From an optimization exercise on the open Yosys and OpenROAD flow, aimed at small area and a short achievable clock period; shortcuts taken in it are not production practice. The RTL of this run was laid out without a check of its function. The clock port is modelled as an ideal driver; clocking choices that lean on that would not hold on a real chip. No activity file was given, so power comes from the tool's default toggle rates.

==> flow/design.v <==
module rrc_filter #(
	parameter WIDTH = 9
)(
	input logic clk,
	input logic rst,
	input logic signed [WIDTH-1:0] filter_in,
	output logic signed [WIDTH-1:0] filter_out
);
  logic [8:0] sr0, sr1, sr2, sr3, sr4, sr5, sr6, sr7, sr8, sr9, sr10, sr11, sr12, sr13, sr14, sr15, sr16, sr17, sr18, sr19, sr20, sr21, sr22, sr23, sr24, sr25, sr26, sr27;
  always_ff @(posedge clk or posedge rst) begin
    if (rst) begin
      sr0 <= 9'h000;
      sr1 <= 9'h000;
      sr2 <= 9'h000;
      sr3 <= 9'h000;
      sr4 <= 9'h000;
      sr5 <= 9'h000;
      sr6 <= 9'h000;
      sr7 <= 9'h000;
      sr8 <= 9'h000;
      sr9 <= 9'h000;
      sr10 <= 9'h000;
      sr11 <= 9'h000;
      sr12 <= 9'h000;
      sr13 <= 9'h000;
      sr14 <= 9'h000;
      sr15 <= 9'h000;
      sr16 <= 9'h000;
      sr17 <= 9'h000;
      sr18 <= 9'h000;
      sr19 <= 9'h000;
      sr20 <= 9'h000;
      sr21 <= 9'h000;
      sr22 <= 9'h000;
      sr23 <= 9'h000;
      sr24 <= 9'h000;
      sr25 <= 9'h000;
      sr26 <= 9'h000;
      sr27 <= 9'h000;
    end else begin
      sr0 <= filter_in;
      sr1 <= sr0;
      sr2 <= sr1;
      sr3 <= sr2;
      sr4 <= sr3;
      sr5 <= sr4;
      sr6 <= sr5;
      sr7 <= sr6;
      sr8 <= sr7;
      sr9 <= sr8;
      sr10 <= sr9;
      sr11 <= sr10;
      sr12 <= sr11;
      sr13 <= sr12;
      sr14 <= sr13;
      sr15 <= sr14;
      sr16 <= sr15;
      sr17 <= sr16;
      sr18 <= sr17;
      sr19 <= sr18;
      sr20 <= sr19;
      sr21 <= sr20;
      sr22 <= sr21;
      sr23 <= sr22;
      sr24 <= sr23;
      sr25 <= sr24;
      sr26 <= sr25;
      sr27 <= sr26;
    end
  end
  logic [9:0] t0;
  always_ff @(posedge clk or posedge rst) begin
    if (rst) t0 <= 10'd904;
    else t0 <= 10'd904 - {{1{filter_in[8]}}, filter_in};
  end
  logic [9:0] pv0;
  always_ff @(posedge clk or posedge rst) begin
    if (rst) pv0 <= 10'd0;
    else pv0 <= {sr11[8], sr11} + {sr13[8], sr13};
  end
  logic [26:0] cs3;
  logic [34:0] cs2;
  logic [34:0] cs1;
  wire n1 = ~sr26[0];
  wire s2, c3;
  rrc_fa u3 (.a(sr27[0]), .b(sr24[0]), .ci(n1), .s(s2), .co(c3));
  wire s4, c5;
  rrc_fa u5 (.a(sr20[0]), .b(sr23[0]), .ci(sr26[1]), .s(s4), .co(c5));
  wire s6, c7;
  rrc_fa u7 (.a(sr27[1]), .b(sr21[0]), .ci(sr24[1]), .s(s6), .co(c7));
  wire s8, c9;
  rrc_fa u9 (.a(sr16[0]), .b(sr18[0]), .ci(s4), .s(s8), .co(c9));
  wire n10 = ~s8;
  wire s11, c12;
  rrc_fa u12 (.a(c3), .b(s6), .ci(n10), .s(s11), .co(c12));
  wire s13, c14;
  rrc_fa u14 (.a(sr20[1]), .b(sr23[1]), .ci(sr26[2]), .s(s13), .co(c14));
  wire s15, c16;
  rrc_fa u16 (.a(sr27[2]), .b(sr21[1]), .ci(sr24[2]), .s(s15), .co(c16));
  wire s17, c18;
  rrc_fa u18 (.a(sr16[1]), .b(sr18[1]), .ci(sr15[0]), .s(s17), .co(c18));
  wire n19 = ~c7;
  wire s20, c21;
  rrc_fa u21 (.a(c5), .b(s13), .ci(n19), .s(s20), .co(c21));
  wire n22 = ~s15;
  wire s23, c24;
  rrc_fa u24 (.a(n22), .b(s17), .ci(c9), .s(s23), .co(c24));
  wire n25 = ~c12;
  wire s26, c27;
  rrc_fa u27 (.a(s20), .b(s23), .ci(n25), .s(s26), .co(c27));
  wire s28, c29;
  rrc_fa u29 (.a(sr17[0]), .b(sr20[2]), .ci(sr23[2]), .s(s28), .co(c29));
  wire s30, c31;
  rrc_fa u31 (.a(sr27[3]), .b(sr21[2]), .ci(sr24[3]), .s(s30), .co(c31));
  wire s32, c33;
  rrc_fa u33 (.a(sr26[3]), .b(sr16[0]), .ci(sr16[2]), .s(s32), .co(c33));
  wire n34 = ~sr18[0];
  wire s35, c36;
  rrc_fa u36 (.a(sr18[2]), .b(n34), .ci(sr15[1]), .s(s35), .co(c36));
  wire n37 = ~c16;
  wire s38, c39;
  rrc_fa u39 (.a(c14), .b(s28), .ci(n37), .s(s38), .co(c39));
  wire n40 = ~s30;
  wire s41, c42;
  rrc_fa u42 (.a(s32), .b(n40), .ci(c18), .s(s41), .co(c42));
  wire s43, c44;
  rrc_fa u44 (.a(s35), .b(c21), .ci(s38), .s(s43), .co(c44));
  wire s45, c46;
  rrc_fa u46 (.a(s41), .b(c24), .ci(s43), .s(s45), .co(c46));
  wire s47, c48;
  rrc_fa u48 (.a(sr17[1]), .b(sr20[3]), .ci(sr23[3]), .s(s47), .co(c48));
  wire s49, c50;
  rrc_fa u50 (.a(sr27[4]), .b(sr21[3]), .ci(sr24[4]), .s(s49), .co(c50));
  wire s51, c52;
  rrc_fa u52 (.a(sr26[4]), .b(sr16[1]), .ci(sr16[3]), .s(s51), .co(c52));
  wire n53 = ~sr18[1];
  wire s54, c55;
  rrc_fa u55 (.a(sr18[3]), .b(n53), .ci(sr15[2]), .s(s54), .co(c55));
  wire s56, c57;
  rrc_fa u57 (.a(c29), .b(s47), .ci(c33), .s(s56), .co(c57));
  wire n58 = ~s51;
  wire s59, c60;
  rrc_fa u60 (.a(c31), .b(s49), .ci(n58), .s(s59), .co(c60));
  wire s61, c62;
  rrc_fa u62 (.a(c36), .b(s54), .ci(c39), .s(s61), .co(c62));
  wire n63 = ~s59;
  wire s64, c65;
  rrc_fa u65 (.a(s56), .b(c42), .ci(n63), .s(s64), .co(c65));
  wire s66, c67;
  rrc_fa u67 (.a(c44), .b(s61), .ci(s64), .s(s66), .co(c67));
  wire s68, c69;
  rrc_fa u69 (.a(sr17[2]), .b(sr20[4]), .ci(sr23[4]), .s(s68), .co(c69));
  wire s70, c71;
  rrc_fa u71 (.a(sr27[5]), .b(sr21[4]), .ci(sr24[5]), .s(s70), .co(c71));
  wire s72, c73;
  rrc_fa u73 (.a(sr26[5]), .b(sr16[2]), .ci(sr16[4]), .s(s72), .co(c73));
  wire n74 = ~sr18[4];
  wire s75, c76;
  rrc_fa u76 (.a(sr18[2]), .b(n74), .ci(sr15[0]), .s(s75), .co(c76));
  wire s77, c78;
  rrc_fa u78 (.a(sr15[3]), .b(c48), .ci(s68), .s(s77), .co(c78));
  wire n79 = ~c52;
  wire s80, c81;
  rrc_fa u81 (.a(c50), .b(s70), .ci(n79), .s(s80), .co(c81));
  wire n82 = ~s75;
  wire s83, c84;
  rrc_fa u84 (.a(s72), .b(c55), .ci(n82), .s(s83), .co(c84));
  wire n85 = ~c60;
  wire s86, c87;
  rrc_fa u87 (.a(c57), .b(s77), .ci(n85), .s(s86), .co(c87));
  wire n88 = ~s80;
  wire s89, c90;
  rrc_fa u90 (.a(n88), .b(s83), .ci(c62), .s(s89), .co(c90));
  wire s91, c92;
  rrc_fa u92 (.a(c65), .b(s86), .ci(s89), .s(s91), .co(c92));
  wire s93, c94;
  rrc_fa u94 (.a(sr17[3]), .b(sr20[5]), .ci(sr23[5]), .s(s93), .co(c94));
  wire s95, c96;
  rrc_fa u96 (.a(sr27[6]), .b(sr21[5]), .ci(sr24[6]), .s(s95), .co(c96));
  wire s97, c98;
  rrc_fa u98 (.a(sr26[6]), .b(sr16[3]), .ci(sr16[5]), .s(s97), .co(c98));
  wire n99 = ~sr18[5];
  wire s100, c101;
  rrc_fa u101 (.a(sr18[3]), .b(n99), .ci(sr15[1]), .s(s100), .co(c101));
  wire s102, c103;
  rrc_fa u103 (.a(sr15[4]), .b(c69), .ci(s93), .s(s102), .co(c103));
  wire n104 = ~c73;
  wire s105, c106;
  rrc_fa u106 (.a(c71), .b(s95), .ci(n104), .s(s105), .co(c106));
  wire n107 = ~s97;
  wire s108, c109;
  rrc_fa u109 (.a(c76), .b(n107), .ci(s100), .s(s108), .co(c109));
  wire n110 = ~c81;
  wire s111, c112;
  rrc_fa u112 (.a(c78), .b(s102), .ci(n110), .s(s111), .co(c112));
  wire n113 = ~c84;
  wire s114, c115;
  rrc_fa u115 (.a(s105), .b(s108), .ci(n113), .s(s114), .co(c115));
  wire n116 = ~s114;
  wire s117, c118;
  rrc_fa u118 (.a(c87), .b(s111), .ci(n116), .s(s117), .co(c118));
  wire s119, c120;
  rrc_fa u120 (.a(sr17[4]), .b(sr20[6]), .ci(sr23[6]), .s(s119), .co(c120));
  wire s121, c122;
  rrc_fa u122 (.a(sr27[7]), .b(sr21[6]), .ci(sr24[7]), .s(s121), .co(c122));
  wire s123, c124;
  rrc_fa u124 (.a(sr26[7]), .b(sr16[4]), .ci(sr16[6]), .s(s123), .co(c124));
  wire n125 = ~sr18[6];
  wire s126, c127;
  rrc_fa u127 (.a(sr18[4]), .b(n125), .ci(sr15[2]), .s(s126), .co(c127));
  wire s128, c129;
  rrc_fa u129 (.a(sr15[5]), .b(c94), .ci(s119), .s(s128), .co(c129));
  wire n130 = ~c98;
  wire s131, c132;
  rrc_fa u132 (.a(c96), .b(s121), .ci(n130), .s(s131), .co(c132));
  wire n133 = ~s123;
  wire s134, c135;
  rrc_fa u135 (.a(c101), .b(n133), .ci(s126), .s(s134), .co(c135));
  wire s136, c137;
  rrc_fa u137 (.a(c106), .b(s131), .ci(c109), .s(s136), .co(c137));
  wire n138 = ~s134;
  wire s139, c140;
  rrc_fa u140 (.a(c103), .b(s128), .ci(n138), .s(s139), .co(c140));
  wire n141 = ~c112;
  wire s142, c143;
  rrc_fa u143 (.a(s136), .b(n141), .ci(c115), .s(s142), .co(c143));
  wire n144 = ~s142;
  wire s145, c146;
  rrc_fa u146 (.a(s139), .b(n144), .ci(c118), .s(s145), .co(c146));
  wire s147, c148;
  rrc_fa u148 (.a(sr27[8]), .b(sr17[5]), .ci(sr20[7]), .s(s147), .co(c148));
  wire s149, c150;
  rrc_fa u150 (.a(sr23[7]), .b(sr24[8]), .ci(sr16[5]), .s(s149), .co(c150));
  wire s151, c152;
  rrc_fa u152 (.a(sr21[7]), .b(sr26[8]), .ci(sr18[5]), .s(s151), .co(c152));
  wire s153, c154;
  rrc_fa u154 (.a(sr16[7]), .b(sr18[7]), .ci(sr15[6]), .s(s153), .co(c154));
  wire s155, c156;
  rrc_fa u156 (.a(sr15[3]), .b(c122), .ci(s151), .s(s155), .co(c156));
  wire s157, c158;
  rrc_fa u158 (.a(c120), .b(s147), .ci(c124), .s(s157), .co(c158));
  wire n159 = ~c127;
  wire s160, c161;
  rrc_fa u161 (.a(s149), .b(s153), .ci(n159), .s(s160), .co(c161));
  wire n162 = ~s155;
  wire s163, c164;
  rrc_fa u164 (.a(c129), .b(s157), .ci(n162), .s(s163), .co(c164));
  wire n165 = ~s160;
  wire s166, c167;
  rrc_fa u167 (.a(c132), .b(c135), .ci(n165), .s(s166), .co(c167));
  wire n168 = ~c137;
  wire s169, c170;
  rrc_fa u170 (.a(s163), .b(n168), .ci(c140), .s(s169), .co(c170));
  wire n171 = ~s169;
  wire s172, c173;
  rrc_fa u173 (.a(s166), .b(c143), .ci(n171), .s(s172), .co(c173));
  wire s174, c175;
  rrc_fa u175 (.a(sr17[6]), .b(sr21[8]), .ci(sr16[6]), .s(s174), .co(c175));
  wire s176, c177;
  rrc_fa u177 (.a(sr20[8]), .b(sr23[8]), .ci(sr16[8]), .s(s176), .co(c177));
  wire s178, c179;
  rrc_fa u179 (.a(sr18[6]), .b(sr18[8]), .ci(sr15[4]), .s(s178), .co(c179));
  wire s180, c181;
  rrc_fa u181 (.a(sr15[7]), .b(c148), .ci(c150), .s(s180), .co(c181));
  wire n182 = ~s174;
  wire s183, c184;
  rrc_fa u184 (.a(c152), .b(s176), .ci(n182), .s(s183), .co(c184));
  wire n185 = ~c154;
  wire s186, c187;
  rrc_fa u187 (.a(s178), .b(n185), .ci(c156), .s(s186), .co(c187));
  wire s188, c189;
  rrc_fa u189 (.a(c158), .b(s180), .ci(c161), .s(s188), .co(c189));
  wire n190 = ~c164;
  wire s191, c192;
  rrc_fa u192 (.a(s183), .b(s186), .ci(n190), .s(s191), .co(c192));
  wire n193 = ~s188;
  wire s194, c195;
  rrc_fa u195 (.a(c167), .b(n193), .ci(s191), .s(s194), .co(c195));
  wire n196 = ~sr18[7];
  wire s197, c198;
  rrc_fa u198 (.a(sr17[7]), .b(sr16[7]), .ci(n196), .s(s197), .co(c198));
  wire s199, c200;
  rrc_fa u200 (.a(sr15[5]), .b(sr15[8]), .ci(c177), .s(s199), .co(c200));
  wire n201 = ~c179;
  wire s202, c203;
  rrc_fa u203 (.a(c175), .b(s197), .ci(n201), .s(s202), .co(c203));
  wire n204 = ~c181;
  wire s205, c206;
  rrc_fa u206 (.a(s199), .b(n204), .ci(c184), .s(s205), .co(c206));
  wire n207 = ~s202;
  wire s208, c209;
  rrc_fa u209 (.a(n207), .b(c187), .ci(s205), .s(s208), .co(c209));
  wire n210 = ~c189;
  wire s211, c212;
  rrc_fa u212 (.a(n210), .b(s208), .ci(c192), .s(s211), .co(c212));
  wire n213 = ~sr18[8];
  wire s214, c215;
  rrc_fa u215 (.a(sr17[8]), .b(sr16[8]), .ci(n213), .s(s214), .co(c215));
  wire n216 = ~c198;
  wire s217, c218;
  rrc_fa u218 (.a(sr15[6]), .b(s214), .ci(n216), .s(s217), .co(c218));
  wire n219 = ~c203;
  wire s220, c221;
  rrc_fa u221 (.a(c200), .b(s217), .ci(n219), .s(s220), .co(c221));
  wire s222, c223;
  rrc_fa u223 (.a(c206), .b(s220), .ci(c209), .s(s222), .co(c223));
  wire s224, c225;
  rrc_fa u225 (.a(sr15[7]), .b(c215), .ci(c218), .s(s224), .co(c225));
  wire n226 = ~sr15[0];
  wire s227, c228;
  rrc_fa u228 (.a(pv0[1]), .b(cs3[1]), .ci(n226), .s(s227), .co(c228));
  wire n229 = ~pv0[2];
  wire s230, c231;
  rrc_fa u231 (.a(n229), .b(cs3[2]), .ci(sr13[0]), .s(s230), .co(c231));
  wire s232, c233;
  rrc_fa u233 (.a(sr15[1]), .b(sr11[1]), .ci(s230), .s(s232), .co(c233));
  wire n234 = ~pv0[3];
  wire s235, c236;
  rrc_fa u236 (.a(sr8[0]), .b(n234), .ci(cs3[3]), .s(s235), .co(c236));
  wire s237, c238;
  rrc_fa u238 (.a(cs3[4]), .b(sr13[1]), .ci(sr15[2]), .s(s237), .co(c238));
  wire s239, c240;
  rrc_fa u240 (.a(sr11[2]), .b(c231), .ci(s235), .s(s239), .co(c240));
  wire s241, c242;
  rrc_fa u242 (.a(s237), .b(c233), .ci(s239), .s(s241), .co(c242));
  wire s243, c244;
  rrc_fa u244 (.a(cs3[5]), .b(cs3[6]), .ci(sr8[1]), .s(s243), .co(c244));
  wire s245, c246;
  rrc_fa u246 (.a(pv0[0]), .b(pv0[4]), .ci(sr15[0]), .s(s245), .co(c246));
  wire s247, c248;
  rrc_fa u248 (.a(sr13[2]), .b(sr15[3]), .ci(sr11[3]), .s(s247), .co(c248));
  wire n249 = ~sr11[0];
  wire s250, c251;
  rrc_fa u251 (.a(n249), .b(s243), .ci(c236), .s(s250), .co(c251));
  wire n252 = ~s245;
  wire s253, c254;
  rrc_fa u254 (.a(c238), .b(s247), .ci(n252), .s(s253), .co(c254));
  wire s255, c256;
  rrc_fa u256 (.a(c240), .b(s250), .ci(s253), .s(s255), .co(c256));
  wire s257, c258;
  rrc_fa u258 (.a(sr8[2]), .b(cs3[7]), .ci(cs3[8]), .s(s257), .co(c258));
  wire s259, c260;
  rrc_fa u260 (.a(pv0[1]), .b(pv0[5]), .ci(sr15[1]), .s(s259), .co(c260));
  wire s261, c262;
  rrc_fa u262 (.a(sr13[3]), .b(sr15[4]), .ci(sr11[4]), .s(s261), .co(c262));
  wire s263, c264;
  rrc_fa u264 (.a(sr11[1]), .b(c246), .ci(s259), .s(s263), .co(c264));
  wire s265, c266;
  rrc_fa u266 (.a(c244), .b(s257), .ci(c248), .s(s265), .co(c266));
  wire s267, c268;
  rrc_fa u268 (.a(s261), .b(c251), .ci(s265), .s(s267), .co(c268));
  wire n269 = ~s263;
  wire s270, c271;
  rrc_fa u271 (.a(c254), .b(n269), .ci(s267), .s(s270), .co(c271));
  wire s272, c273;
  rrc_fa u273 (.a(cs3[9]), .b(cs3[10]), .ci(cs3[11]), .s(s272), .co(c273));
  wire s274, c275;
  rrc_fa u275 (.a(pv0[2]), .b(pv0[6]), .ci(sr15[2]), .s(s274), .co(c275));
  wire s276, c277;
  rrc_fa u277 (.a(sr8[3]), .b(sr13[0]), .ci(sr13[4]), .s(s276), .co(c277));
  wire n278 = ~sr11[2];
  wire s279, c280;
  rrc_fa u280 (.a(sr15[5]), .b(sr11[5]), .ci(n278), .s(s279), .co(c280));
  wire s281, c282;
  rrc_fa u282 (.a(s272), .b(c258), .ci(c262), .s(s281), .co(c282));
  wire n283 = ~s276;
  wire s284, c285;
  rrc_fa u285 (.a(c260), .b(s274), .ci(n283), .s(s284), .co(c285));
  wire s286, c287;
  rrc_fa u287 (.a(s279), .b(c266), .ci(s281), .s(s286), .co(c287));
  wire n288 = ~c268;
  wire s289, c290;
  rrc_fa u290 (.a(c264), .b(s284), .ci(n288), .s(s289), .co(c290));
  wire n291 = ~s289;
  wire s292, c293;
  rrc_fa u293 (.a(s286), .b(c271), .ci(n291), .s(s292), .co(c293));
  wire n294 = ~pv0[0];
  wire s295, c296;
  rrc_fa u296 (.a(pv0[3]), .b(pv0[7]), .ci(n294), .s(s295), .co(c296));
  wire s297, c298;
  rrc_fa u298 (.a(sr8[4]), .b(cs3[12]), .ci(sr13[0]), .s(s297), .co(c298));
  wire s299, c300;
  rrc_fa u300 (.a(sr13[1]), .b(sr13[5]), .ci(sr15[6]), .s(s299), .co(c300));
  wire n301 = ~sr11[6];
  wire s302, c303;
  rrc_fa u303 (.a(sr15[3]), .b(sr11[3]), .ci(n301), .s(s302), .co(c303));
  wire n304 = ~c273;
  wire s305, c306;
  rrc_fa u306 (.a(n304), .b(s295), .ci(c275), .s(s305), .co(c306));
  wire s307, c308;
  rrc_fa u308 (.a(c277), .b(s297), .ci(s299), .s(s307), .co(c308));
  wire n309 = ~c280;
  wire s310, c311;
  rrc_fa u311 (.a(s302), .b(n309), .ci(s305), .s(s310), .co(c311));
  wire n312 = ~c285;
  wire s313, c314;
  rrc_fa u314 (.a(c282), .b(s307), .ci(n312), .s(s313), .co(c314));
  wire n315 = ~s310;
  wire s316, c317;
  rrc_fa u317 (.a(c287), .b(n315), .ci(s313), .s(s316), .co(c317));
  wire s318, c319;
  rrc_fa u319 (.a(cs3[14]), .b(pv0[4]), .ci(pv0[8]), .s(s318), .co(c319));
  wire s320, c321;
  rrc_fa u321 (.a(pv0[1]), .b(sr8[5]), .ci(cs3[13]), .s(s320), .co(c321));
  wire s322, c323;
  rrc_fa u323 (.a(sr13[1]), .b(sr13[2]), .ci(sr13[6]), .s(s322), .co(c323));
  wire n324 = ~sr15[7];
  wire s325, c326;
  rrc_fa u326 (.a(sr15[4]), .b(sr11[4]), .ci(n324), .s(s325), .co(c326));
  wire n327 = ~sr11[7];
  wire s328, c329;
  rrc_fa u329 (.a(n327), .b(s318), .ci(c296), .s(s328), .co(c329));
  wire s330, c331;
  rrc_fa u331 (.a(c298), .b(s320), .ci(c300), .s(s330), .co(c331));
  wire n332 = ~s322;
  wire s333, c334;
  rrc_fa u334 (.a(c303), .b(s325), .ci(n332), .s(s333), .co(c334));
  wire n335 = ~c308;
  wire s336, c337;
  rrc_fa u337 (.a(c306), .b(s328), .ci(n335), .s(s336), .co(c337));
  wire n338 = ~s330;
  wire s339, c340;
  rrc_fa u340 (.a(n338), .b(s333), .ci(c311), .s(s339), .co(c340));
  wire n341 = ~c314;
  wire s342, c343;
  rrc_fa u343 (.a(s336), .b(n341), .ci(s339), .s(s342), .co(c343));
  wire n344 = ~cs3[16];
  wire s345, c346;
  rrc_fa u346 (.a(cs3[15]), .b(n344), .ci(pv0[2]), .s(s345), .co(c346));
  wire n347 = ~pv0[5];
  wire s348, c349;
  rrc_fa u349 (.a(pv0[9]), .b(sr8[6]), .ci(n347), .s(s348), .co(c349));
  wire s350, c351;
  rrc_fa u351 (.a(sr13[2]), .b(sr13[3]), .ci(sr13[7]), .s(s350), .co(c351));
  wire s352, c353;
  rrc_fa u353 (.a(cs3[17]), .b(sr15[5]), .ci(sr15[8]), .s(s352), .co(c353));
  wire s354, c355;
  rrc_fa u355 (.a(sr11[5]), .b(sr11[8]), .ci(c319), .s(s354), .co(c355));
  wire s356, c357;
  rrc_fa u357 (.a(s345), .b(c321), .ci(s348), .s(s356), .co(c357));
  wire n358 = ~s352;
  wire s359, c360;
  rrc_fa u360 (.a(c323), .b(s350), .ci(n358), .s(s359), .co(c360));
  wire s361, c362;
  rrc_fa u362 (.a(c326), .b(s354), .ci(c329), .s(s361), .co(c362));
  wire s363, c364;
  rrc_fa u364 (.a(c331), .b(s356), .ci(s359), .s(s363), .co(c364));
  wire s365, c366;
  rrc_fa u366 (.a(c334), .b(s361), .ci(c337), .s(s365), .co(c366));
  wire n367 = ~s363;
  wire s368, c369;
  rrc_fa u369 (.a(n367), .b(c340), .ci(s365), .s(s368), .co(c369));
  wire n370 = ~pv0[3];
  wire s371, c372;
  rrc_fa u372 (.a(cs3[19]), .b(pv0[6]), .ci(n370), .s(s371), .co(c372));
  wire s373, c374;
  rrc_fa u374 (.a(sr8[7]), .b(sr13[3]), .ci(sr13[4]), .s(s373), .co(c374));
  wire s375, c376;
  rrc_fa u376 (.a(cs3[18]), .b(sr13[8]), .ci(sr15[6]), .s(s375), .co(c376));
  wire n377 = ~sr11[6];
  wire s378, c379;
  rrc_fa u379 (.a(n377), .b(c346), .ci(c349), .s(s378), .co(c379));
  wire s380, c381;
  rrc_fa u381 (.a(s371), .b(c353), .ci(s375), .s(s380), .co(c381));
  wire n382 = ~c355;
  wire s383, c384;
  rrc_fa u384 (.a(c351), .b(s373), .ci(n382), .s(s383), .co(c384));
  wire s385, c386;
  rrc_fa u386 (.a(c357), .b(s378), .ci(c360), .s(s385), .co(c386));
  wire n387 = ~s383;
  wire s388, c389;
  rrc_fa u389 (.a(s380), .b(c362), .ci(n387), .s(s388), .co(c389));
  wire n390 = ~s388;
  wire s391, c392;
  rrc_fa u392 (.a(c364), .b(s385), .ci(n390), .s(s391), .co(c392));
  wire s393, c394;
  rrc_fa u394 (.a(pv0[7]), .b(sr8[8]), .ci(cs3[20]), .s(s393), .co(c394));
  wire s395, c396;
  rrc_fa u396 (.a(pv0[4]), .b(sr13[4]), .ci(sr13[5]), .s(s395), .co(c396));
  wire s397, c398;
  rrc_fa u398 (.a(cs3[21]), .b(sr15[7]), .ci(sr11[7]), .s(s397), .co(c398));
  wire s399, c400;
  rrc_fa u400 (.a(c372), .b(s393), .ci(c376), .s(s399), .co(c400));
  wire n401 = ~s397;
  wire s402, c403;
  rrc_fa u403 (.a(c374), .b(s395), .ci(n401), .s(s402), .co(c403));
  wire n404 = ~c379;
  wire s405, c406;
  rrc_fa u406 (.a(n404), .b(c381), .ci(s399), .s(s405), .co(c406));
  wire s407, c408;
  rrc_fa u408 (.a(s402), .b(c384), .ci(c386), .s(s407), .co(c408));
  wire n409 = ~s407;
  wire s410, c411;
  rrc_fa u411 (.a(s405), .b(c389), .ci(n409), .s(s410), .co(c411));
  wire s412, c413;
  rrc_fa u413 (.a(cs3[23]), .b(cs3[24]), .ci(pv0[8]), .s(s412), .co(c413));
  wire s414, c415;
  rrc_fa u415 (.a(pv0[5]), .b(sr13[5]), .ci(sr13[6]), .s(s414), .co(c415));
  wire n416 = ~cs3[22];
  wire s417, c418;
  rrc_fa u418 (.a(sr15[8]), .b(n416), .ci(sr11[8]), .s(s417), .co(c418));
  wire s419, c420;
  rrc_fa u420 (.a(s412), .b(c394), .ci(c398), .s(s419), .co(c420));
  wire s421, c422;
  rrc_fa u422 (.a(c396), .b(s414), .ci(s417), .s(s421), .co(c422));
  wire n423 = ~s421;
  wire s424, c425;
  rrc_fa u425 (.a(c400), .b(s419), .ci(n423), .s(s424), .co(c425));
  wire n426 = ~c403;
  wire s427, c428;
  rrc_fa u428 (.a(n426), .b(c406), .ci(s424), .s(s427), .co(c428));
  wire n429 = ~cs3[26];
  wire s430, c431;
  rrc_fa u431 (.a(cs3[25]), .b(n429), .ci(pv0[6]), .s(s430), .co(c431));
  wire s432, c433;
  rrc_fa u433 (.a(pv0[9]), .b(sr13[6]), .ci(sr13[7]), .s(s432), .co(c433));
  wire n434 = ~c413;
  wire s435, c436;
  rrc_fa u436 (.a(s430), .b(n434), .ci(c415), .s(s435), .co(c436));
  wire s437, c438;
  rrc_fa u438 (.a(s432), .b(c418), .ci(s435), .s(s437), .co(c438));
  wire n439 = ~c420;
  wire s440, c441;
  rrc_fa u441 (.a(c422), .b(n439), .ci(s437), .s(s440), .co(c441));
  wire n442 = ~s440;
  wire s443, c444;
  rrc_fa u444 (.a(c425), .b(n442), .ci(c428), .s(s443), .co(c444));
  wire n445 = ~sr13[8];
  wire s446, c447;
  rrc_fa u447 (.a(pv0[7]), .b(sr13[7]), .ci(n445), .s(s446), .co(c447));
  wire s448, c449;
  rrc_fa u449 (.a(c431), .b(c433), .ci(s446), .s(s448), .co(c449));
  wire s450, c451;
  rrc_fa u451 (.a(c436), .b(s448), .ci(c438), .s(s450), .co(c451));
  wire n452 = ~sr13[8];
  wire s453, c454;
  rrc_fa u454 (.a(pv0[8]), .b(n452), .ci(c447), .s(s453), .co(c454));
  wire s455, c456;
  rrc_fa u456 (.a(c449), .b(s453), .ci(c451), .s(s455), .co(c456));
  wire s457, c458;
  rrc_fa u458 (.a(cs2[0]), .b(cs2[1]), .ci(sr2[0]), .s(s457), .co(c458));
  wire s459, c460;
  rrc_fa u460 (.a(cs2[2]), .b(sr3[0]), .ci(sr6[0]), .s(s459), .co(c460));
  wire s461, c462;
  rrc_fa u462 (.a(sr0[1]), .b(sr10[0]), .ci(sr8[0]), .s(s461), .co(c462));
  wire s463, c464;
  rrc_fa u464 (.a(sr2[1]), .b(sr5[0]), .ci(cs2[3]), .s(s463), .co(c464));
  wire n465 = ~c458;
  wire s466, c467;
  rrc_fa u467 (.a(n465), .b(s459), .ci(s461), .s(s466), .co(c467));
  wire s468, c469;
  rrc_fa u469 (.a(cs2[4]), .b(sr2[2]), .ci(sr5[1]), .s(s468), .co(c469));
  wire s470, c471;
  rrc_fa u471 (.a(sr3[1]), .b(sr6[1]), .ci(sr0[2]), .s(s470), .co(c471));
  wire s472, c473;
  rrc_fa u473 (.a(sr10[1]), .b(sr8[1]), .ci(cs2[5]), .s(s472), .co(c473));
  wire s474, c475;
  rrc_fa u475 (.a(sr11[0]), .b(c460), .ci(s470), .s(s474), .co(c475));
  wire n476 = ~c462;
  wire s477, c478;
  rrc_fa u478 (.a(s468), .b(c464), .ci(n476), .s(s477), .co(c478));
  wire s479, c480;
  rrc_fa u480 (.a(s472), .b(s474), .ci(c467), .s(s479), .co(c480));
  wire s481, c482;
  rrc_fa u482 (.a(sr3[2]), .b(sr6[2]), .ci(sr0[3]), .s(s481), .co(c482));
  wire s483, c484;
  rrc_fa u484 (.a(sr10[0]), .b(sr10[2]), .ci(sr8[2]), .s(s483), .co(c484));
  wire s485, c486;
  rrc_fa u486 (.a(sr2[3]), .b(sr5[2]), .ci(sr8[0]), .s(s485), .co(c486));
  wire s487, c488;
  rrc_fa u488 (.a(cs2[6]), .b(sr11[1]), .ci(c471), .s(s487), .co(c488));
  wire n489 = ~c469;
  wire s490, c491;
  rrc_fa u491 (.a(s481), .b(n489), .ci(s483), .s(s490), .co(c491));
  wire n492 = ~s485;
  wire s493, c494;
  rrc_fa u494 (.a(c473), .b(n492), .ci(c475), .s(s493), .co(c494));
  wire n495 = ~c478;
  wire s496, c497;
  rrc_fa u497 (.a(s487), .b(s490), .ci(n495), .s(s496), .co(c497));
  wire s498, c499;
  rrc_fa u499 (.a(s493), .b(c480), .ci(s496), .s(s498), .co(c499));
  wire s500, c501;
  rrc_fa u501 (.a(cs2[7]), .b(cs2[8]), .ci(sr3[3]), .s(s500), .co(c501));
  wire n502 = ~sr6[3];
  wire s503, c504;
  rrc_fa u504 (.a(sr2[4]), .b(sr5[3]), .ci(n502), .s(s503), .co(c504));
  wire s505, c506;
  rrc_fa u506 (.a(sr0[4]), .b(sr10[1]), .ci(sr10[3]), .s(s505), .co(c506));
  wire n507 = ~sr8[1];
  wire s508, c509;
  rrc_fa u509 (.a(sr8[3]), .b(n507), .ci(sr11[2]), .s(s508), .co(c509));
  wire s510, c511;
  rrc_fa u511 (.a(s500), .b(c482), .ci(c484), .s(s510), .co(c511));
  wire n512 = ~s505;
  wire s513, c514;
  rrc_fa u514 (.a(s503), .b(c486), .ci(n512), .s(s513), .co(c514));
  wire s515, c516;
  rrc_fa u516 (.a(s508), .b(c488), .ci(c491), .s(s515), .co(c516));
  wire n517 = ~s513;
  wire s518, c519;
  rrc_fa u519 (.a(s510), .b(n517), .ci(c494), .s(s518), .co(c519));
  wire s520, c521;
  rrc_fa u521 (.a(s515), .b(c497), .ci(s518), .s(s520), .co(c521));
  wire s522, c523;
  rrc_fa u523 (.a(sr3[4]), .b(sr6[4]), .ci(sr0[5]), .s(s522), .co(c523));
  wire s524, c525;
  rrc_fa u525 (.a(sr10[2]), .b(sr10[4]), .ci(sr8[4]), .s(s524), .co(c525));
  wire s526, c527;
  rrc_fa u527 (.a(sr2[5]), .b(sr5[4]), .ci(sr8[2]), .s(s526), .co(c527));
  wire s528, c529;
  rrc_fa u529 (.a(cs2[9]), .b(cs2[10]), .ci(sr11[3]), .s(s528), .co(c529));
  wire n530 = ~c501;
  wire s531, c532;
  rrc_fa u532 (.a(sr11[0]), .b(n530), .ci(c504), .s(s531), .co(c532));
  wire s533, c534;
  rrc_fa u534 (.a(c506), .b(s522), .ci(s524), .s(s533), .co(c534));
  wire n535 = ~s526;
  wire s536, c537;
  rrc_fa u537 (.a(n535), .b(c509), .ci(s528), .s(s536), .co(c537));
  wire n538 = ~s531;
  wire s539, c540;
  rrc_fa u540 (.a(c511), .b(s533), .ci(n538), .s(s539), .co(c540));
  wire n541 = ~c514;
  wire s542, c543;
  rrc_fa u543 (.a(n541), .b(s536), .ci(c516), .s(s542), .co(c543));
  wire s544, c545;
  rrc_fa u545 (.a(s539), .b(c519), .ci(s542), .s(s544), .co(c545));
  wire s546, c547;
  rrc_fa u547 (.a(cs2[11]), .b(sr3[5]), .ci(sr6[5]), .s(s546), .co(c547));
  wire s548, c549;
  rrc_fa u549 (.a(sr0[6]), .b(sr10[3]), .ci(sr10[5]), .s(s548), .co(c549));
  wire s550, c551;
  rrc_fa u551 (.a(sr2[6]), .b(sr5[5]), .ci(sr8[3]), .s(s550), .co(c551));
  wire n552 = ~sr11[1];
  wire s553, c554;
  rrc_fa u554 (.a(sr8[5]), .b(sr11[4]), .ci(n552), .s(s553), .co(c554));
  wire s555, c556;
  rrc_fa u556 (.a(c523), .b(s546), .ci(c525), .s(s555), .co(c556));
  wire n557 = ~s548;
  wire s558, c559;
  rrc_fa u559 (.a(c527), .b(s550), .ci(n557), .s(s558), .co(c559));
  wire s560, c561;
  rrc_fa u561 (.a(c529), .b(s553), .ci(c534), .s(s560), .co(c561));
  wire n562 = ~s555;
  wire s563, c564;
  rrc_fa u564 (.a(c532), .b(n562), .ci(s558), .s(s563), .co(c564));
  wire s565, c566;
  rrc_fa u566 (.a(c537), .b(s560), .ci(c540), .s(s565), .co(c566));
  wire n567 = ~s563;
  wire s568, c569;
  rrc_fa u569 (.a(n567), .b(c543), .ci(s565), .s(s568), .co(c569));
  wire s570, c571;
  rrc_fa u571 (.a(cs2[13]), .b(sr3[6]), .ci(sr6[6]), .s(s570), .co(c571));
  wire s572, c573;
  rrc_fa u573 (.a(sr0[7]), .b(sr10[4]), .ci(sr10[6]), .s(s572), .co(c573));
  wire s574, c575;
  rrc_fa u575 (.a(sr2[7]), .b(sr5[6]), .ci(sr8[4]), .s(s574), .co(c575));
  wire n576 = ~cs2[12];
  wire s577, c578;
  rrc_fa u578 (.a(sr8[6]), .b(cs2[14]), .ci(n576), .s(s577), .co(c578));
  wire n579 = ~sr11[2];
  wire s580, c581;
  rrc_fa u581 (.a(sr11[5]), .b(n579), .ci(c547), .s(s580), .co(c581));
  wire s582, c583;
  rrc_fa u583 (.a(s570), .b(c549), .ci(s572), .s(s582), .co(c583));
  wire n584 = ~s577;
  wire s585, c586;
  rrc_fa u586 (.a(c551), .b(s574), .ci(n584), .s(s585), .co(c586));
  wire s587, c588;
  rrc_fa u588 (.a(c554), .b(s580), .ci(c556), .s(s587), .co(c588));
  wire n589 = ~s582;
  wire s590, c591;
  rrc_fa u591 (.a(c559), .b(n589), .ci(s585), .s(s590), .co(c591));
  wire n592 = ~c564;
  wire s593, c594;
  rrc_fa u594 (.a(c561), .b(s587), .ci(n592), .s(s593), .co(c594));
  wire n595 = ~s590;
  wire s596, c597;
  rrc_fa u597 (.a(n595), .b(c566), .ci(s593), .s(s596), .co(c597));
  wire s598, c599;
  rrc_fa u599 (.a(sr2[8]), .b(sr3[7]), .ci(sr6[7]), .s(s598), .co(c599));
  wire s600, c601;
  rrc_fa u601 (.a(cs2[16]), .b(sr5[7]), .ci(sr0[8]), .s(s600), .co(c601));
  wire s602, c603;
  rrc_fa u603 (.a(sr10[5]), .b(sr10[7]), .ci(sr8[7]), .s(s602), .co(c603));
  wire n604 = ~cs2[15];
  wire s605, c606;
  rrc_fa u606 (.a(sr8[5]), .b(n604), .ci(sr11[3]), .s(s605), .co(c606));
  wire s607, c608;
  rrc_fa u608 (.a(sr11[6]), .b(c571), .ci(s598), .s(s607), .co(c608));
  wire n609 = ~c573;
  wire s610, c611;
  rrc_fa u611 (.a(s600), .b(c575), .ci(n609), .s(s610), .co(c611));
  wire n612 = ~s605;
  wire s613, c614;
  rrc_fa u614 (.a(s602), .b(c578), .ci(n612), .s(s613), .co(c614));
  wire s615, c616;
  rrc_fa u616 (.a(c581), .b(s607), .ci(c583), .s(s615), .co(c616));
  wire n617 = ~s613;
  wire s618, c619;
  rrc_fa u619 (.a(s610), .b(c586), .ci(n617), .s(s618), .co(c619));
  wire n620 = ~c591;
  wire s621, c622;
  rrc_fa u622 (.a(c588), .b(s615), .ci(n620), .s(s621), .co(c622));
  wire n623 = ~s618;
  wire s624, c625;
  rrc_fa u625 (.a(n623), .b(c594), .ci(s621), .s(s624), .co(c625));
  wire s626, c627;
  rrc_fa u627 (.a(sr3[8]), .b(sr6[8]), .ci(sr10[8]), .s(s626), .co(c627));
  wire s628, c629;
  rrc_fa u629 (.a(sr8[6]), .b(sr8[8]), .ci(cs2[17]), .s(s628), .co(c629));
  wire n630 = ~cs2[18];
  wire s631, c632;
  rrc_fa u632 (.a(sr5[8]), .b(sr10[6]), .ci(n630), .s(s631), .co(c632));
  wire n633 = ~sr11[4];
  wire s634, c635;
  rrc_fa u635 (.a(sr11[7]), .b(n633), .ci(c599), .s(s634), .co(c635));
  wire s636, c637;
  rrc_fa u637 (.a(c601), .b(s626), .ci(s628), .s(s636), .co(c637));
  wire n638 = ~c606;
  wire s639, c640;
  rrc_fa u640 (.a(c603), .b(s631), .ci(n638), .s(s639), .co(c640));
  wire n641 = ~c611;
  wire s642, c643;
  rrc_fa u643 (.a(c608), .b(s634), .ci(n641), .s(s642), .co(c643));
  wire n644 = ~s636;
  wire s645, c646;
  rrc_fa u646 (.a(n644), .b(c614), .ci(s639), .s(s645), .co(c646));
  wire s647, c648;
  rrc_fa u648 (.a(c616), .b(s642), .ci(s645), .s(s647), .co(c648));
  wire n649 = ~c619;
  wire s650, c651;
  rrc_fa u651 (.a(n649), .b(c622), .ci(s647), .s(s650), .co(c651));
  wire n652 = ~cs2[20];
  wire s653, c654;
  rrc_fa u654 (.a(cs2[21]), .b(n652), .ci(sr10[7]), .s(s653), .co(c654));
  wire s655, c656;
  rrc_fa u656 (.a(sr8[7]), .b(cs2[19]), .ci(sr11[5]), .s(s655), .co(c656));
  wire s657, c658;
  rrc_fa u658 (.a(sr11[8]), .b(c627), .ci(c629), .s(s657), .co(c658));
  wire n659 = ~s655;
  wire s660, c661;
  rrc_fa u661 (.a(s653), .b(c632), .ci(n659), .s(s660), .co(c661));
  wire n662 = ~c635;
  wire s663, c664;
  rrc_fa u664 (.a(n662), .b(c637), .ci(s657), .s(s663), .co(c664));
  wire s665, c666;
  rrc_fa u666 (.a(c640), .b(s660), .ci(c643), .s(s665), .co(c666));
  wire n667 = ~s663;
  wire s668, c669;
  rrc_fa u669 (.a(n667), .b(c646), .ci(s665), .s(s668), .co(c669));
  wire n670 = ~cs2[22];
  wire s671, c672;
  rrc_fa u672 (.a(cs2[23]), .b(n670), .ci(sr10[8]), .s(s671), .co(c672));
  wire n673 = ~sr11[6];
  wire s674, c675;
  rrc_fa u675 (.a(sr8[8]), .b(n673), .ci(c654), .s(s674), .co(c675));
  wire s676, c677;
  rrc_fa u677 (.a(s671), .b(c656), .ci(c658), .s(s676), .co(c677));
  wire n678 = ~s676;
  wire s679, c680;
  rrc_fa u680 (.a(s674), .b(c661), .ci(n678), .s(s679), .co(c680));
  wire n681 = ~c664;
  wire s682, c683;
  rrc_fa u683 (.a(n681), .b(c666), .ci(s679), .s(s682), .co(c683));
  wire n684 = ~cs2[24];
  wire s685, c686;
  rrc_fa u686 (.a(cs2[25]), .b(cs2[26]), .ci(n684), .s(s685), .co(c686));
  wire s687, c688;
  rrc_fa u688 (.a(sr11[7]), .b(c672), .ci(s685), .s(s687), .co(c688));
  wire n689 = ~c675;
  wire s690, c691;
  rrc_fa u691 (.a(n689), .b(s687), .ci(c677), .s(s690), .co(c691));
  wire n692 = ~sr11[8];
  wire s693, c694;
  rrc_fa u694 (.a(cs2[27]), .b(n692), .ci(c686), .s(s693), .co(c694));
  wire s695, c696;
  rrc_fa u696 (.a(c688), .b(s693), .ci(c691), .s(s695), .co(c696));
  wire n697 = ~cs2[30];
  wire s698, c699;
  rrc_fa u699 (.a(cs2[28]), .b(cs2[29]), .ci(n697), .s(s698), .co(c699));
  wire n700 = ~cs2[32];
  wire s701, c702;
  rrc_fa u702 (.a(cs2[33]), .b(n700), .ci(cs2[34]), .s(s701), .co(c702));
  wire n703 = ~cs1[1];
  wire n704 = ~cs1[2];
  wire n705 = ~cs1[4];
  wire n706 = ~t0[9];
  wire n707 = ~cs1[24];
  wire n708 = ~cs1[27];
  wire n709 = ~cs1[29];
  wire n710 = ~cs1[30];
  wire n711 = ~cs1[19];
  wire n712 = ~n709;
  wire s713, c714;
  rrc_ha u714 (.a(cs1[0]), .b(t0[0]), .s(s713), .co(c714));
  wire s715, c716;
  rrc_fa u716 (.a(t0[1]), .b(n704), .ci(cs1[3]), .s(s715), .co(c716));
  wire s717, c718;
  rrc_fa u718 (.a(cs1[5]), .b(t0[2]), .ci(n705), .s(s717), .co(c718));
  wire s719, c720;
  rrc_ha u720 (.a(cs1[6]), .b(t0[3]), .s(s719), .co(c720));
  wire s721, c722;
  rrc_fa u722 (.a(cs1[7]), .b(t0[4]), .ci(cs1[8]), .s(s721), .co(c722));
  wire s723, c724;
  rrc_fa u724 (.a(t0[5]), .b(cs1[9]), .ci(cs1[10]), .s(s723), .co(c724));
  wire s725, c726;
  rrc_fa u726 (.a(cs1[11]), .b(cs1[12]), .ci(t0[6]), .s(s725), .co(c726));
  wire s727, c728;
  rrc_fa u728 (.a(cs1[13]), .b(cs1[14]), .ci(t0[7]), .s(s727), .co(c728));
  wire s729, c730;
  rrc_fa u730 (.a(cs1[15]), .b(cs1[16]), .ci(t0[8]), .s(s729), .co(c730));
  wire s731, c732;
  rrc_fa u732 (.a(cs1[17]), .b(cs1[18]), .ci(n706), .s(s731), .co(c732));
  wire s733, c734;
  rrc_fa u734 (.a(cs1[20]), .b(cs1[21]), .ci(n711), .s(s733), .co(c734));
  wire s735, c736;
  rrc_fa u736 (.a(cs1[22]), .b(cs1[23]), .ci(cs1[19]), .s(s735), .co(c736));
  wire s737, c738;
  rrc_fa u738 (.a(n707), .b(cs1[25]), .ci(cs1[26]), .s(s737), .co(c738));
  wire n739 = ~n708;
  wire s740, c741;
  rrc_fa u741 (.a(n712), .b(cs1[28]), .ci(n710), .s(s740), .co(c741));
  wire s742, c743;
  rrc_fa u743 (.a(cs1[31]), .b(cs1[32]), .ci(n709), .s(s742), .co(c743));
  wire n744 = ~cs1[33];
  always_ff @(posedge clk or posedge rst) begin
    if (rst) cs3 <= 27'b000011101100011000110011111;
    else cs3 <= {c225, sr15[8], c223, c221, s224, s222, c212, s211, c195, c173, s194, c170, s172, c146, s145, c92, s117, c90, s91, c67, s66, c46, s45, c27, s26, s11, s2};
  end
  always_ff @(posedge clk or posedge rst) begin
    if (rst) cs2 <= 35'b10000001010101011101101000110010001;
    else cs2 <= {c456, c454, pv0[9], s455, c444, c441, s450, s443, c411, s427, c408, s410, c392, s391, c369, c366, s368, c343, s342, c317, c293, s316, c290, s292, s270, c256, s255, c242, s241, s232, c228, s227, sr11[0], pv0[0], cs3[0]};
  end
  always_ff @(posedge clk or posedge rst) begin
    if (rst) cs1 <= 35'b10000111101001100010110101010001010;
    else cs1 <= {c702, s701, c699, cs2[31], c696, c694, s698, s695, c683, c680, s690, s682, c669, c651, s668, c648, s650, c625, s624, c597, s596, c569, s568, c545, s544, c521, s520, c499, s498, s479, s477, s466, s463, s457, sr0[0]};
  end
  wire [18:0] fa_ = {1'b1, cs1[34], n744, s742, s740, n739, s737, s735, s733, s731, s729, s727, s725, s723, s721, s719, s717, s715, n703};
  wire [18:0] fb_ = {1'b0, cs1[33], c743, c741, n708, c738, c736, c734, c732, c730, c728, c726, c724, c722, c720, c718, c716, c714, s713};
  wire [18:0] sum_ = fa_ + fb_;
  wire ovf_ = (sum_[18] != sum_[16]) || (sum_[17] != sum_[16]);
  wire [8:0] y_ = ovf_ ? (sum_[18] ? 9'h100 : 9'h0ff) : sum_[16:8];
  always_ff @(posedge clk or posedge rst) begin
    if (rst) filter_out <= 9'd0;
    else filter_out <= y_;
  end
endmodule
module rrc_fa (input logic a, input logic b, input logic ci, output logic s, output logic co);
  assign s = a ^ b ^ ci;
  assign co = (a & b) | (a & ci) | (b & ci);
endmodule
module rrc_carry8 (input logic [7:0] a, input logic [7:0] b, output logic co);
  wire [8:0] t = {1'b0, a} + {1'b0, b};
  assign co = t[8];
endmodule
module rrc_hsat (input logic [10:0] a, input logic [10:0] b, input logic ci, output logic [8:0] y);
  wire [11:0] t2 = {a, ci} + {b, ci};
  wire [10:0] t = t2[11:1];
  wire ovf = (t[10] != t[8]) || (t[9] != t[8]);
  assign y = ovf ? (t[10] ? 9'h100 : 9'h0ff) : t[8:0];
endmodule
module rrc_fa1 (input logic a, input logic b, output logic s, output logic co);
  assign s = ~(a ^ b);
  assign co = a | b;
endmodule
module rrc_ha (input logic a, input logic b, output logic s, output logic co);
  assign s = a ^ b;
  assign co = a & b;
endmodule
==> flow/flow/run.sh <==
#!/bin/bash
# Own layout flow: the standard ORFS flow (standard.sh, unchanged synthesis), with
#  - timing repair aimed below the design's period (SETUP_SLACK_MARGIN; the SDC is unchanged),
#  - port buffers of a normal buffer cell rather than the smallest one,
#  - after CTS, the clock port drives the tree's branch buffers directly, split in two (flow/flatten_clock_root.tcl).
# Each step's full log is kept by ORFS under orfs/logs/; make's own output goes to flow.log.
set -uo pipefail
here=$(pwd)
bash standard.sh SETUP_SLACK_MARGIN=7.45 "BUFFER_PORTS_ARGS=-buffer_cell sky130_fd_sc_hd__buf_2" \
  "POST_CTS_TCL=$here/flow/flatten_clock_root.tcl" finish > flow.log 2>&1
==> flow/flow/flatten_clock_root.tcl <==
# POST_CTS hook. CTS builds root buffer -> branch buffers -> leaf buffers -> registers.
# 1. Drop the root buffer: the clock port then feeds the branch buffers directly.
set block [ord::get_db_block]
set clknet [$block findNet clk]

proc loads_of {net} {
  set l {}
  foreach it [$net getITerms] { if {[$it isInputSignal]} { lappend l $it } }
  return $l
}
proc out_net {inst} {
  foreach it [$inst getITerms] { if {[$it isOutputSignal]} { return [$it getNet] } }
  return ""
}

set roots [loads_of $clknet]
puts "clock hook: clock port feeds [llength $roots] cell(s)"
if {[llength $roots] == 1} {
  set root [[lindex $roots 0] getInst]
  set out [out_net $root]
  set loads [loads_of $out]
  if {[llength $loads] <= 4 && [llength $loads] > 0} {
    foreach it $loads {
      set pname "[[$it getInst] getName]/[[$it getMTerm] getName]"
      disconnect_pin [$out getName] $pname
      connect_pin clk $pname
    }
    set rname [$root getName]
    set oname [$out getName]
    delete_instance $rname
    delete_net $oname
    puts "clock hook: removed root $rname"
  }
}

set branches [loads_of $clknet]
set nsplit [expr {4 / max(1, [llength $branches])}]
if {[llength $branches] <= 2} {
  set k 0
  foreach bit $branches {
    set b [$bit getInst]
    set bnet [out_net $b]
    set leaves [loads_of $bnet]
    if {[llength $leaves] < 4} continue
    # split the leaves in two halves along the wider spread of their positions
    set pts {}
    foreach it $leaves {
      set li [$it getInst]
      set loc [$li getLocation]
      lappend pts [list $it [lindex $loc 0] [lindex $loc 1]]
    }
    set xs [lmap p $pts {lindex $p 1}]
    set ys [lmap p $pts {lindex $p 2}]
    set dx [expr {[tcl::mathfunc::max {*}$xs] - [tcl::mathfunc::min {*}$xs]}]
    set dy [expr {[tcl::mathfunc::max {*}$ys] - [tcl::mathfunc::min {*}$ys]}]
    set idx [expr {$dx >= $dy ? 1 : 2}]
    set pts [lsort -integer -index $idx $pts]
    set half [expr {[llength $pts] / 2}]
    set moved [lrange $pts $half end]
    set master [[$b getMaster] getName]
    set nname "clkhook_split_${k}"
    set netname "clkhook_net_${k}"
    incr k
    set newnet [odb::dbNet_create $block $netname]
    $newnet setSigType CLOCK
    set inst [odb::dbInst_create $block [[ord::get_db] findMaster $master] $nname]
    set sx 0; set sy 0
    foreach p $moved { set sx [expr {$sx + [lindex $p 1]}]; set sy [expr {$sy + [lindex $p 2]}] }
    set n [llength $moved]
    $inst setLocation [expr {$sx / $n}] [expr {$sy / $n}]
    $inst setPlacementStatus PLACED
    [$inst findITerm A] connect $clknet
    [$inst findITerm X] connect $newnet
    foreach p $moved {
      set it [lindex $p 0]
      $it disconnect
      $it connect $newnet
    }
    # move the original branch buffer to the centroid of the leaves it keeps
    set sx 0; set sy 0
    set kept [lrange $pts 0 [expr {$half - 1}]]
    foreach p $kept { set sx [expr {$sx + [lindex $p 1]}]; set sy [expr {$sy + [lindex $p 2]}] }
    set n [llength $kept]
    $b setLocation [expr {$sx / $n}] [expr {$sy / $n}]
    puts "clock hook: split [$b getName] ([llength $leaves] leaves) into two"
  }
  detailed_placement
  check_placement -verbose
}
estimate_parasitics -placement
report_clock_latency
==> flow/standard.sh <==
#!/bin/bash
# synth_recipe.tcl (not shown) runs the flow's synth.tcl, then flattens the netlist and writes it again
# the make line also repeats each setting of config.mk as NAME=value (left out here)
make -C /OpenROAD-flow-scripts/flow DESIGN_CONFIG=/design/flow/config.mk WORK_HOME=/design/flow/orfs CLKGATE_MAP_FILE= SYNTH_SCRIPT=/design/flow/synth_recipe.tcl "${@:-finish}"
==> flow/config.mk <==
export PLATFORM = sky130hd
export DESIGN_NAME = rrc_filter
export DESIGN_NICKNAME = rrc_filter
export VERILOG_FILES = /design/flow/design.v
export SDC_FILE = /design/flow/constraint.sdc
export NUM_CORES = 4
export LEC_CHECK = 0
export ABC_CLOCK_PERIOD_IN_PS = 800
export CAP_MARGIN = 20
export CORE_MARGIN = 2
export CORE_UTILIZATION = 70
export CTS_BUF_LIST = sky130_fd_sc_hd__clkbuf_16
export CTS_CLUSTER_DIAMETER = 90
export CTS_CLUSTER_SIZE = 32
export PLACE_DENSITY = 0.75
export SLEW_MARGIN = 20
export SYNTH_HIERARCHICAL = 1
==> flow/constraint.sdc <==
create_clock -name core_clock -period 10.5 [get_ports {clk}]
set_input_delay 2.1000 -clock core_clock [delete_from_list [all_inputs] [get_ports {clk}]]
set_output_delay 2.1000 -clock core_clock [all_outputs]
set_load 0.01 [all_outputs]
==> impl_metrics.json <==
{
  "avgSynthCellArea_um2": 17.6,
  "dp_slack_ns": 6.19,
  "synth-edff-count": 0,
  "placed_area_um2": 17800,
  "r2r_cells": 6,
  "cp_data_arrival_time_ns": 3.27,
  "peakVddDrop_mv": 0.341,
  "cp-endpoint": "cs1[18]",
  "powerDensity_nw_per_um2": 319,
  "track_usage_pct": 25.2,
  "r2r_start": "cs2[17]",
  "max_freq_ghz": 0.326,
  "rsz0062_at_grt": "yes",
  "pwr-share-clk_pct": 12.1,
  "tritoncts": "yes",
  "grt_remaining_overflow": 0,
  "cp-start-kind": "register",
  "fin_skew_ns": 0.0280,
  "holdWs_ns": 0.345,
  "synth_area_um2": 17200,
  "p_sw_mw": 2.33,
  "grt_max_degree": 83,
  "insertion_delay_ns": 0.34,
  "ys_ff_latch": 374,
  "design_area_um2": 18600,
  "fin_util_pct": 76.9,
  "cp-startpoint": "cs2[17]",
  "firstDrtPassIters": 4,
  "diodes": 0,
  "ioPinCount": 20,
  "ys_async_sr_fraction_pct": 100,
  "tightestPinTransition_ns": 0.643,
  "comb_power_share_pct": 53.8,
  "hpwlAfterDp_um": 21600,
  "dp.cells": 1329,
  "fin_cells": 1382,
  "postLayoutSetupSlackWorst_ns": 7.43,
  "relSlewSlack_pct": 57.2,
  "layout_common_cells": "dfrtp_1 (293), fa_1 (282), inv_1 (158)",
  "grt_antenna_before_repair": 0,
  "cap_violations": 0,
  "fillers": 1383,
  "hp-class": "register to register",
  "path_class": "register to register",
  "ff2ff_setup_slack_ns": 7.43,
  "grt_pass1_vias": 8780,
  "synth_cells": 982,
  "gp_congestion": 0.825,
  "fin_tns_setup_ns": 0,
  "post-route-period-util_pct": 29.3,
  "post-route-min-period_ns": 3.07,
  "power.total_mw": 5.94,
  "clock-sinks": 374,
  "p_leak_nw": 8.35,
  "syn_to_final_growth_pct": 8.15,
  "rr_endpoint": "cs1[18]",
  "drive_above_1_share_pct": 18.5,
  "vias_per_cell": 5.28,
  "status": "complete, no violations",
  "layout.nets": 1386,
  "min-delay-start": "sr25[3]",
  "final-seq-area_um2": 9460,
  "synth.distinct_cells": 50,
  "synthFlopType": "dfrtp_1",
  "multi_input_area_um2": 7330,
  "wire_per_inst_um": 20.6,
  "final_common_cell": "dfrtp_1",
  "port_buffers": 19,
  "ys_seq_area_share_pct": 54.6,
  "required_ns": 10.70,
  "wirelength_um": 28500,
  "hold_violations": 0,
  "yosysWarnings": 7,
  "path_max_fanout": 1,
  "setup_viol": 0,
  "row_count": 57,
  "coreArea_um2": 24200,
  "grt_pass1_wl_um": 47900,
  "die_height_um": 161,
  "start_util_pct": 71.1,
  "swShare_pct": 39.2,
  "die_x_um": 161,
  "intPower_mw": 3.61,
  "num_vias": 7298,
  "slew_viol_final": 0,
  "drc": 0,
  "seqPwrFrac_pct": 34.1,
  "clk_pin_slew_worst_paths_ns": 0.11,
  "end_kind": "register",
  "fp.dieArea_um2": 25900,
  "ant_nets": 0,
  "synth_nets": 1319,
  "drtIter0Drc": 472
}
## per-layer routing
| layer | GRT usage, % | up-vias | part of all wire [%] |
|---|---|---|---|
| met2 | 42.8 | 84 | 52 |
| li1 | - | 3103 | - |
| met4 | 3.73 | 0 | 1.4 |
| met3 | 3.15 | 27 | 2.8 |
| met1 | 37.4 | 4084 | 44 |
| met5 | 0 | - | 0 |
## kinds of logic after synthesis
logic type | after synthesis | synth area share (%)
flip-flops | 374 | 54.6
XOR/XNOR | 23 | 1.21
buffers and inverters | 157 | 3.44
AND/OR/NAND/NOR | 36 | 1.32
AO/OA/AOI/OAI | 66 | 2.78
adder cells (fa/ha/maj) | 326 | 36.6
## Yosys stat by module (local to each module, per instance)
module | cells inside | flops+latches | area (µm²) | times used
rrc_ha | 1 | 0 | 12.5 | 2
rrc_filter | 684 | 374 | 11300 | 1
rrc_fa | 1 | 0 | 20.0 | 296
## worst min-delay path by stage
stage	to	slack (ns)	cells past startpoint
global placement	sr20[3]	0.33	0
detailed placement	sr10[4]	0.33	0
global route	sr15[1]	0.35	0
floorplan	cs1[31]	0.33	0
finish	sr26[3]	0.35	0
## synthesized netlist by cell type, types with 2 or more instances
cell type / count / area share, %
dfrtp_1: 325 / 47
fa_1: 297 / 34
inv_1: 156 / 3.4
dfstp_2: 49 / 7.5
ha_1: 29 / 2.1
a21oi_1: 23 / 0.67
xnor2_1: 13 / 0.66
nand2_1: 11 / 0.24
xor2_1: 9 / 0.46
a21o_1: 5 / 0.22
o21ai_0: 5 / 0.15
o21bai_1: 5 / 0.22
o21ai_1: 4 / 0.12
a21o_2: 3 / 0.15
a31oi_1: 3 / 0.11
and3_1: 3 / 0.11
nor2_1: 3 / 0.065
a211oi_1: 2 / 0.087
a31o_2: 2 / 0.10
and2_1: 2 / 0.073
nand4_1: 2 / 0.073
nor3_1: 2 / 0.058
o211a_1: 2 / 0.12
## area by class of cell, without the clock buffers
class | instances | share of cell area (%)
Buffer | 2 | 0.268
Clock inverter | 11 | 0.409
Inverter | 156 | 3.16
Multi-Input combinational cell | 451 | 39.3
Sequential cell | 374 | 50.7
Tap cell | 324 | 2.17
Timing Repair Buffer | 49 | 2.01
Timing Repair inverter | 1 | 0.0268
## power by group through the flow
stage                     sequential [mW]  clock (mW)  combinational, mW
after global routing                 2.06       0.791               3.72
final                                2.03       0.719               3.20
after detailed placement             2.06           0               3.10
after global placement               2.05           0               2.96
after floorplan                      2.01           0               2.34
## flip-flops by register name, summed over array words and instances, names as in the netlist, 10 cells and up
signal  cells
cs1        34
cs2        34
cs3        27
pv0        10
## worst max-delay path: stages, from the launching register on
cell,delay [ns]
dfstp_2,0.55
fa_1,0.42
fa_1,0.49
inv_1,0.06
fa_1,0.56
fa_1,0.43
fa_1,0.44

[separate check: timing with driven ports]
Ports are ideal in the flow. The routed layout listed here was re-timed in OpenROAD. Step 1 assumes that a clkbuf_16 drives the clock port and a buf_2 every other input. Step 2 adds t to the input delays and takes it off the output delays; t is the mean of the earliest and latest rising clock arrival at the registers after step 1. Input paths then give back, and output paths get back, about the clock's delay inside the block. a / b / c = ideal ports / drivers / drivers and shift; a / b = the first two.
t (ns): 0.423
setup slack, ns: 7.429 / 7.429 / 7.237
hold WS [ns]: 0.345 / 0.345 / 0.345
worst setup path after step 2: input to register
worst data-port slew with drivers (ns): 0.03
After both steps this run still meets setup and hold. The setup slack of this run moves by 0.000 ns with the drivers and by -0.192 ns with both steps.
